This design comes from an exercise in tuning for small area and a short achievable clock period on the open sky130 flow, not from production work. Power and IR drop assume default switching activity.

Setup of main:
==> flow/design.v <==
module cordic(CosX,SinX,theta,Sign,clock,reset);
	output [16:0] CosX,SinX;
	input  [15:0] theta;
	input  Sign,clock,reset;
	reg [15:0] X;
	reg [16:0] Y;
	reg [13:0] Z;
	reg        zsr;            
	reg [3:0]  sh;             
	wire zs = zsr;
	wire last = (sh == 4'd14);
	wire [13:0] atan =
		(sh == 4'd1)  ? 14'd3593 : (sh == 4'd2)  ? 14'd1824 :
		(sh == 4'd3)  ? 14'd916  : (sh == 4'd4)  ? 14'd458  :
		(sh == 4'd5)  ? 14'd229  : (sh == 4'd6)  ? 14'd115  :
		(sh == 4'd7)  ? 14'd57   : (sh == 4'd8)  ? 14'd29   :
		(sh == 4'd9)  ? 14'd14   : (sh == 4'd10) ? 14'd7    :
		(sh == 4'd11) ? 14'd4    : (sh == 4'd12) ? 14'd2    :
		(sh == 4'd13) ? 14'd1    : 14'd0;
	wire first = (sh == 4'd0);
	wire [13:0] zop = first ? (Y[16] ? 14'd4720 : (zs ? -14'd4719 : 14'd14447)) : (atan ^ {14{~zs}});
	wire zci = ~first & ~zs;
	wire b = X[15];
	wire ysame = &(Y[15:0] ~^ {16{Y[16]}});      
	wire neg = last & (Y[16] ^ (ysame & b & (Y[16] ^ zs)));
	wire [16:0] yx = Y ^ {17{~zs}};
	wire [32:0] yext = {{17{yx[16]}}, yx[16:1]} >> sh;
	wire [15:0] yop = yext[15:0];
	wire [15:0] xx = X ^ {16{zs}};
	wire fillx = zs & ~neg;
	wire [32:0] xext = {{18{fillx}}, xx[15:1] ^ {neg, 14'd0}} >> sh;
	wire [16:0] xop = xext[16:0];
	wire [15:0] ylow = Y[15:0] & ~(16'hFFFE << sh);
	wire yc = Y[16] & (|ylow);
	wire cx = yc ^ ~zs;
	wire cy = zs;
	wire [16:0] ya = Y ^ {17{neg}};
	wire [15:0] SumX; addx ax(.a(X), .b(yop), .ci(cx), .s(SumX));
	wire [16:0] SumY; addy ay(.a(ya), .b(xop), .ci(cy), .s(SumY));
	wire [13:0] SumZ; addz az(.a(Z), .b(zop), .ci(zci), .s(SumZ));
	wire t45 = theta[13] & theta[11] & theta[10] & theta[8];
	always @(posedge clock)
		if (reset) begin
			sh <= 4'd0;
			X <= 16'h9B74;
			Y <= Sign ? 17'h1648C : 17'h09B74;
			Z <= theta[13:0] ^ {14{Sign}};
			zsr <= ~Sign & ~t45;
		end else begin
			sh <= sh + 4'd1;
			X <= SumX;
			Y <= {SumY[16] | neg, SumY[15:0]};
			Z <= SumZ;
			zsr <= SumZ[13];
		end
	assign CosX = {1'b0, X};
	assign SinX = Y;
endmodule
module addx(input [15:0] a, input [15:0] b, input ci, output [15:0] s);
  wire [15:0] p = a ^ b;
  wire [15:0] g = a & b;
  wire g0c = g[0] | (p[0] & ci);
  wire gn1 = g[1] | (p[1] & g0c);
  wire gn2 = g[3] | (p[3] & g[2]);
  wire pn2 = p[3] & p[2];
  wire gn3 = g[5] | (p[5] & g[4]);
  wire pn3 = p[5] & p[4];
  wire gn4 = g[7] | (p[7] & g[6]);
  wire pn4 = p[7] & p[6];
  wire gn5 = g[9] | (p[9] & g[8]);
  wire pn5 = p[9] & p[8];
  wire gn6 = g[11] | (p[11] & g[10]);
  wire pn6 = p[11] & p[10];
  wire gn7 = g[13] | (p[13] & g[12]);
  wire pn7 = p[13] & p[12];
  wire gn8 = g[15] | (p[15] & g[14]);
  wire pn8 = p[15] & p[14];
  wire gn9 = gn2 | (pn2 & gn1);
  wire gn10 = gn4 | (pn4 & gn3);
  wire pn10 = pn4 & pn3;
  wire gn11 = gn6 | (pn6 & gn5);
  wire pn11 = pn6 & pn5;
  wire gn12 = gn8 | (pn8 & gn7);
  wire pn12 = pn8 & pn7;
  wire gn13 = gn10 | (pn10 & gn9);
  wire gn14 = gn12 | (pn12 & gn11);
  wire pn14 = pn12 & pn11;
  wire gn15 = gn14 | (pn14 & gn13);
  wire gn16 = gn11 | (pn11 & gn13);
  wire gn17 = gn3 | (pn3 & gn9);
  wire gn18 = gn5 | (pn5 & gn13);
  wire gn19 = gn7 | (pn7 & gn16);
  wire gn20 = g[2] | (p[2] & gn1);
  wire gn21 = g[4] | (p[4] & gn9);
  wire gn22 = g[6] | (p[6] & gn17);
  wire gn23 = g[8] | (p[8] & gn13);
  wire gn24 = g[10] | (p[10] & gn18);
  wire gn25 = g[12] | (p[12] & gn16);
  wire gn26 = g[14] | (p[14] & gn19);
  wire [15:0] c = {gn26, gn19, gn25, gn16, gn24, gn18, gn23, gn13, gn22, gn17, gn21, gn9, gn20, gn1, g0c, ci};
  assign s = p ^ c;
endmodule
module addy(input [16:0] a, input [16:0] b, input ci, output [16:0] s);
  wire [16:0] p = a ^ b;
  wire [16:0] g = a & b;
  wire g0c = g[0] | (p[0] & ci);
  wire gn1 = g[1] | (p[1] & g0c);
  wire gn2 = g[3] | (p[3] & g[2]);
  wire pn2 = p[3] & p[2];
  wire gn3 = g[5] | (p[5] & g[4]);
  wire pn3 = p[5] & p[4];
  wire gn4 = g[7] | (p[7] & g[6]);
  wire pn4 = p[7] & p[6];
  wire gn5 = g[9] | (p[9] & g[8]);
  wire pn5 = p[9] & p[8];
  wire gn6 = g[11] | (p[11] & g[10]);
  wire pn6 = p[11] & p[10];
  wire gn7 = g[13] | (p[13] & g[12]);
  wire pn7 = p[13] & p[12];
  wire gn8 = g[15] | (p[15] & g[14]);
  wire pn8 = p[15] & p[14];
  wire gn9 = gn2 | (pn2 & gn1);
  wire gn10 = gn4 | (pn4 & gn3);
  wire pn10 = pn4 & pn3;
  wire gn11 = gn6 | (pn6 & gn5);
  wire pn11 = pn6 & pn5;
  wire gn12 = gn8 | (pn8 & gn7);
  wire pn12 = pn8 & pn7;
  wire gn13 = gn10 | (pn10 & gn9);
  wire gn14 = gn12 | (pn12 & gn11);
  wire pn14 = pn12 & pn11;
  wire gn15 = gn14 | (pn14 & gn13);
  wire gn16 = gn11 | (pn11 & gn13);
  wire gn17 = gn3 | (pn3 & gn9);
  wire gn18 = gn5 | (pn5 & gn13);
  wire gn19 = gn7 | (pn7 & gn16);
  wire gn20 = g[2] | (p[2] & gn1);
  wire gn21 = g[4] | (p[4] & gn9);
  wire gn22 = g[6] | (p[6] & gn17);
  wire gn23 = g[8] | (p[8] & gn13);
  wire gn24 = g[10] | (p[10] & gn18);
  wire gn25 = g[12] | (p[12] & gn16);
  wire gn26 = g[14] | (p[14] & gn19);
  wire gn27 = g[16] | (p[16] & gn15);
  wire [16:0] c = {gn15, gn26, gn19, gn25, gn16, gn24, gn18, gn23, gn13, gn22, gn17, gn21, gn9, gn20, gn1, g0c, ci};
  assign s = p ^ c;
endmodule
module addz(input [13:0] a, input [13:0] b, input ci, output [13:0] s);
  wire [13:0] p = a ^ b;
  wire [13:0] g = a & b;
  wire g0c = g[0] | (p[0] & ci);
  wire gn1 = g[1] | (p[1] & g0c);
  wire gn2 = g[3] | (p[3] & g[2]);
  wire pn2 = p[3] & p[2];
  wire gn3 = g[5] | (p[5] & g[4]);
  wire pn3 = p[5] & p[4];
  wire gn4 = g[7] | (p[7] & g[6]);
  wire pn4 = p[7] & p[6];
  wire gn5 = g[9] | (p[9] & g[8]);
  wire pn5 = p[9] & p[8];
  wire gn6 = g[11] | (p[11] & g[10]);
  wire pn6 = p[11] & p[10];
  wire gn7 = g[13] | (p[13] & g[12]);
  wire pn7 = p[13] & p[12];
  wire gn8 = gn2 | (pn2 & gn1);
  wire gn9 = gn4 | (pn4 & gn3);
  wire pn9 = pn4 & pn3;
  wire gn10 = gn6 | (pn6 & gn5);
  wire pn10 = pn6 & pn5;
  wire gn11 = gn9 | (pn9 & gn8);
  wire gn12 = gn10 | (pn10 & gn11);
  wire gn13 = gn3 | (pn3 & gn8);
  wire gn14 = gn5 | (pn5 & gn11);
  wire gn15 = gn7 | (pn7 & gn12);
  wire gn16 = g[2] | (p[2] & gn1);
  wire gn17 = g[4] | (p[4] & gn8);
  wire gn18 = g[6] | (p[6] & gn13);
  wire gn19 = g[8] | (p[8] & gn11);
  wire gn20 = g[10] | (p[10] & gn14);
  wire gn21 = g[12] | (p[12] & gn12);
  wire [13:0] c = {gn21, gn12, gn20, gn14, gn19, gn11, gn18, gn13, gn17, gn8, gn16, gn1, g0c, ci};
  assign s = p ^ c;
endmodule
==> flow/config.mk <==
export PLATFORM = sky130hd
export DESIGN_NAME = cordic
export DESIGN_NICKNAME = cordic
export VERILOG_FILES = /design/flow/design.v
export SDC_FILE = /design/flow/constraint.sdc
export NUM_CORES = 4
export LEC_CHECK = 0
export ABC_AREA = 1
export CAP_MARGIN = 20
export CORE_MARGIN = 2
export CORE_UTILIZATION = 50
export CTS_BUF_LIST = sky130_fd_sc_hd__clkbuf_8
export SETUP_SLACK_MARGIN = 0.5
export SLEW_MARGIN = 20
==> flow/constraint.sdc <==
create_clock -name core_clock -period 15.0 [get_ports {clock}]
set_input_delay 3.0000 -clock core_clock [delete_from_list [all_inputs] [get_ports {clock}]]
set_output_delay 3.0000 -clock core_clock [all_outputs]
set_load 0.01 [all_outputs]
standard.sh (not shown) runs the stock make flow with config.mk's settings and CLKGATE_MAP_FILE= SYNTH_SCRIPT=/design/flow/synth_recipe.tcl, a recipe that flattens the netlist after the stock synthesis.
==> flow/flow/run.sh <==
#!/bin/bash
# The standard layout (standard.sh) with these changes:
# repair_timing aims for a setup margin of 11.05 ns, ports get buf_2
# buffers, and Yosys maps no full or half adder cells (ADDER_MAP_FILE is
# empty, so ABC maps the adders as plain logic).
# make's output goes to flow_make.log here; each ORFS step logs under orfs/logs.
set -euo pipefail

sed -e "s|SETUP_SLACK_MARGIN=[0-9.]*|SETUP_SLACK_MARGIN=11.05 'BUFFER_PORTS_ARGS=-buffer_cell sky130_fd_sc_hd__buf_2' ADDER_MAP_FILE=|" standard.sh > my_standard.sh
bash my_standard.sh > flow_make.log 2>&1
Input-level comparison between the feature branch and main:
--- a/flow/design.v
+++ b/flow/design.v
@@ -4,8 +4,10 @@
 	input  Sign,clock,reset;
 	reg [15:0] X;
-	reg [16:0] Y;
-	reg [13:0] Z;
+	reg [16:0] Y;              
+	reg [13:0] Z;              
 	reg        zsr;            
+	reg        S;              
 	reg [3:0]  sh;             
+	reg        r1;             
 	wire zs = zsr;
 	wire last = (sh == 4'd14);
@@ -19,9 +21,8 @@
 		(sh == 4'd13) ? 14'd1    : 14'd0;
 	wire first = (sh == 4'd0);
-	wire [13:0] zop = first ? (Y[16] ? 14'd4720 : (zs ? -14'd4719 : 14'd14447)) : (atan ^ {14{~zs}});
-	wire zci = ~first & ~zs;
-	wire b = X[15];
-	wire ysame = &(Y[15:0] ~^ {16{Y[16]}});      
-	wire neg = last & (Y[16] ^ (ysame & b & (Y[16] ^ zs)));
+	wire [13:0] zop = first ? (zs ? -14'd4720 : -14'd18322) : (atan ^ {14{~zs}});
+	wire zci = first ? ~S : ~zs;
+	wire neg = last & Y[16];
+	wire ssign = Y[16] ^ S;
 	wire [16:0] yx = Y ^ {17{~zs}};
 	wire [32:0] yext = {{17{yx[16]}}, yx[16:1]} >> sh;
@@ -31,9 +32,9 @@
 	wire [32:0] xext = {{18{fillx}}, xx[15:1] ^ {neg, 14'd0}} >> sh;
 	wire [16:0] xop = xext[16:0];
-	wire [15:0] ylow = Y[15:0] & ~(16'hFFFE << sh);
-	wire yc = Y[16] & (|ylow);
+	wire [5:0] ylow = Y[5:0] & ~(6'h3E << sh);
+	wire yc = Y[16] & ((sh >= 4'd6) | (|ylow));
 	wire cx = yc ^ ~zs;
 	wire cy = zs;
-	wire [16:0] ya = Y ^ {17{neg}};
+	wire [16:0] ya = {Y[16:3], Y[2:0] ^ {3{neg}}};
 	wire [15:0] SumX; addx ax(.a(X), .b(yop), .ci(cx), .s(SumX));
 	wire [16:0] SumY; addy ay(.a(ya), .b(xop), .ci(cy), .s(SumY));
@@ -43,15 +44,22 @@
 		if (reset) begin
 			sh <= 4'd0;
-			X <= 16'h9B74;
-			Y <= Sign ? 17'h1648C : 17'h09B74;
-			Z <= theta[13:0] ^ {14{Sign}};
-			zsr <= ~Sign & ~t45;
+			Z <= theta[13:0];
+			zsr <= Sign | ~t45;
+			S <= Sign;
 		end else begin
 			sh <= sh + 4'd1;
-			X <= SumX;
-			Y <= {SumY[16] | neg, SumY[15:0]};
 			Z <= SumZ;
 			zsr <= SumZ[13];
 		end
+	always @(posedge clock) begin
+		r1 <= reset;
+		if (r1) begin
+			X <= zs ? 16'hE92E : 16'h4DBA;
+			Y <= zs ? 17'h04DBA : 17'h0E92E;
+		end else begin
+			X <= SumX;
+			Y <= {last ? ssign : SumY[16], SumY[15:3] & {13{~neg}}, SumY[2:0]};
+		end
+	end
 	assign CosX = {1'b0, X};
 	assign SinX = Y;
--- outcome ---
The feature branch went all the way through synthesis, placement and routing and the layout is clean on timing, DRC and antenna. Changes observed in the feature branch relative to main: maximum frequency from static timing analysis held; number of flops mapped to enable cells by yosys went up by 1. Going from main to the feature branch, estimated wirelength of the detail-placed design -about 11%, power per cell area -3.0%, final routed wirelength across all metal layers -about 12%, share of cell area taken by multi-input logic gates -1.6 points. Going from main to the feature branch, tapcell count lost 3, number of sequential cells in the layout picked up an extra about 4%.
Function was not checked in any run of this note: the RTL went through the layout flow alone.

## separate check: timing with driven ports
In the flow no input, the clock included, has a driving cell. The finished layouts below were timed again as built, in two steps. Step 1 (the two cells are an assumption about what drives the block):
set clk [get_ports {clock}]
set_driving_cell -lib_cell sky130_fd_sc_hd__clkbuf_16 $clk
set_driving_cell -lib_cell sky130_fd_sc_hd__buf_2 [delete_from_list [all_inputs] $clk]
Step 2, shift: input delay + t, output delay - t, t = (earliest + latest rising clock arrival at the registers) / 2. This alone moves slack from input paths to output paths. Three values: ideal ports, drivers, drivers and shift; two values: the first two.
run | t (ns) | setup WS [ns] | worst setup path at the end
main | 0.371 | 11.083 / 11.043 / 10.794 | input to register
the feature branch | 0.379 | 11.083 / 11.046 / 10.802 | input to register
After both steps setup and hold are still met in every run listed. For main, which loses most, drivers alone change the setup slack by -0.040 ns; drivers and shift together by -0.289 ns.
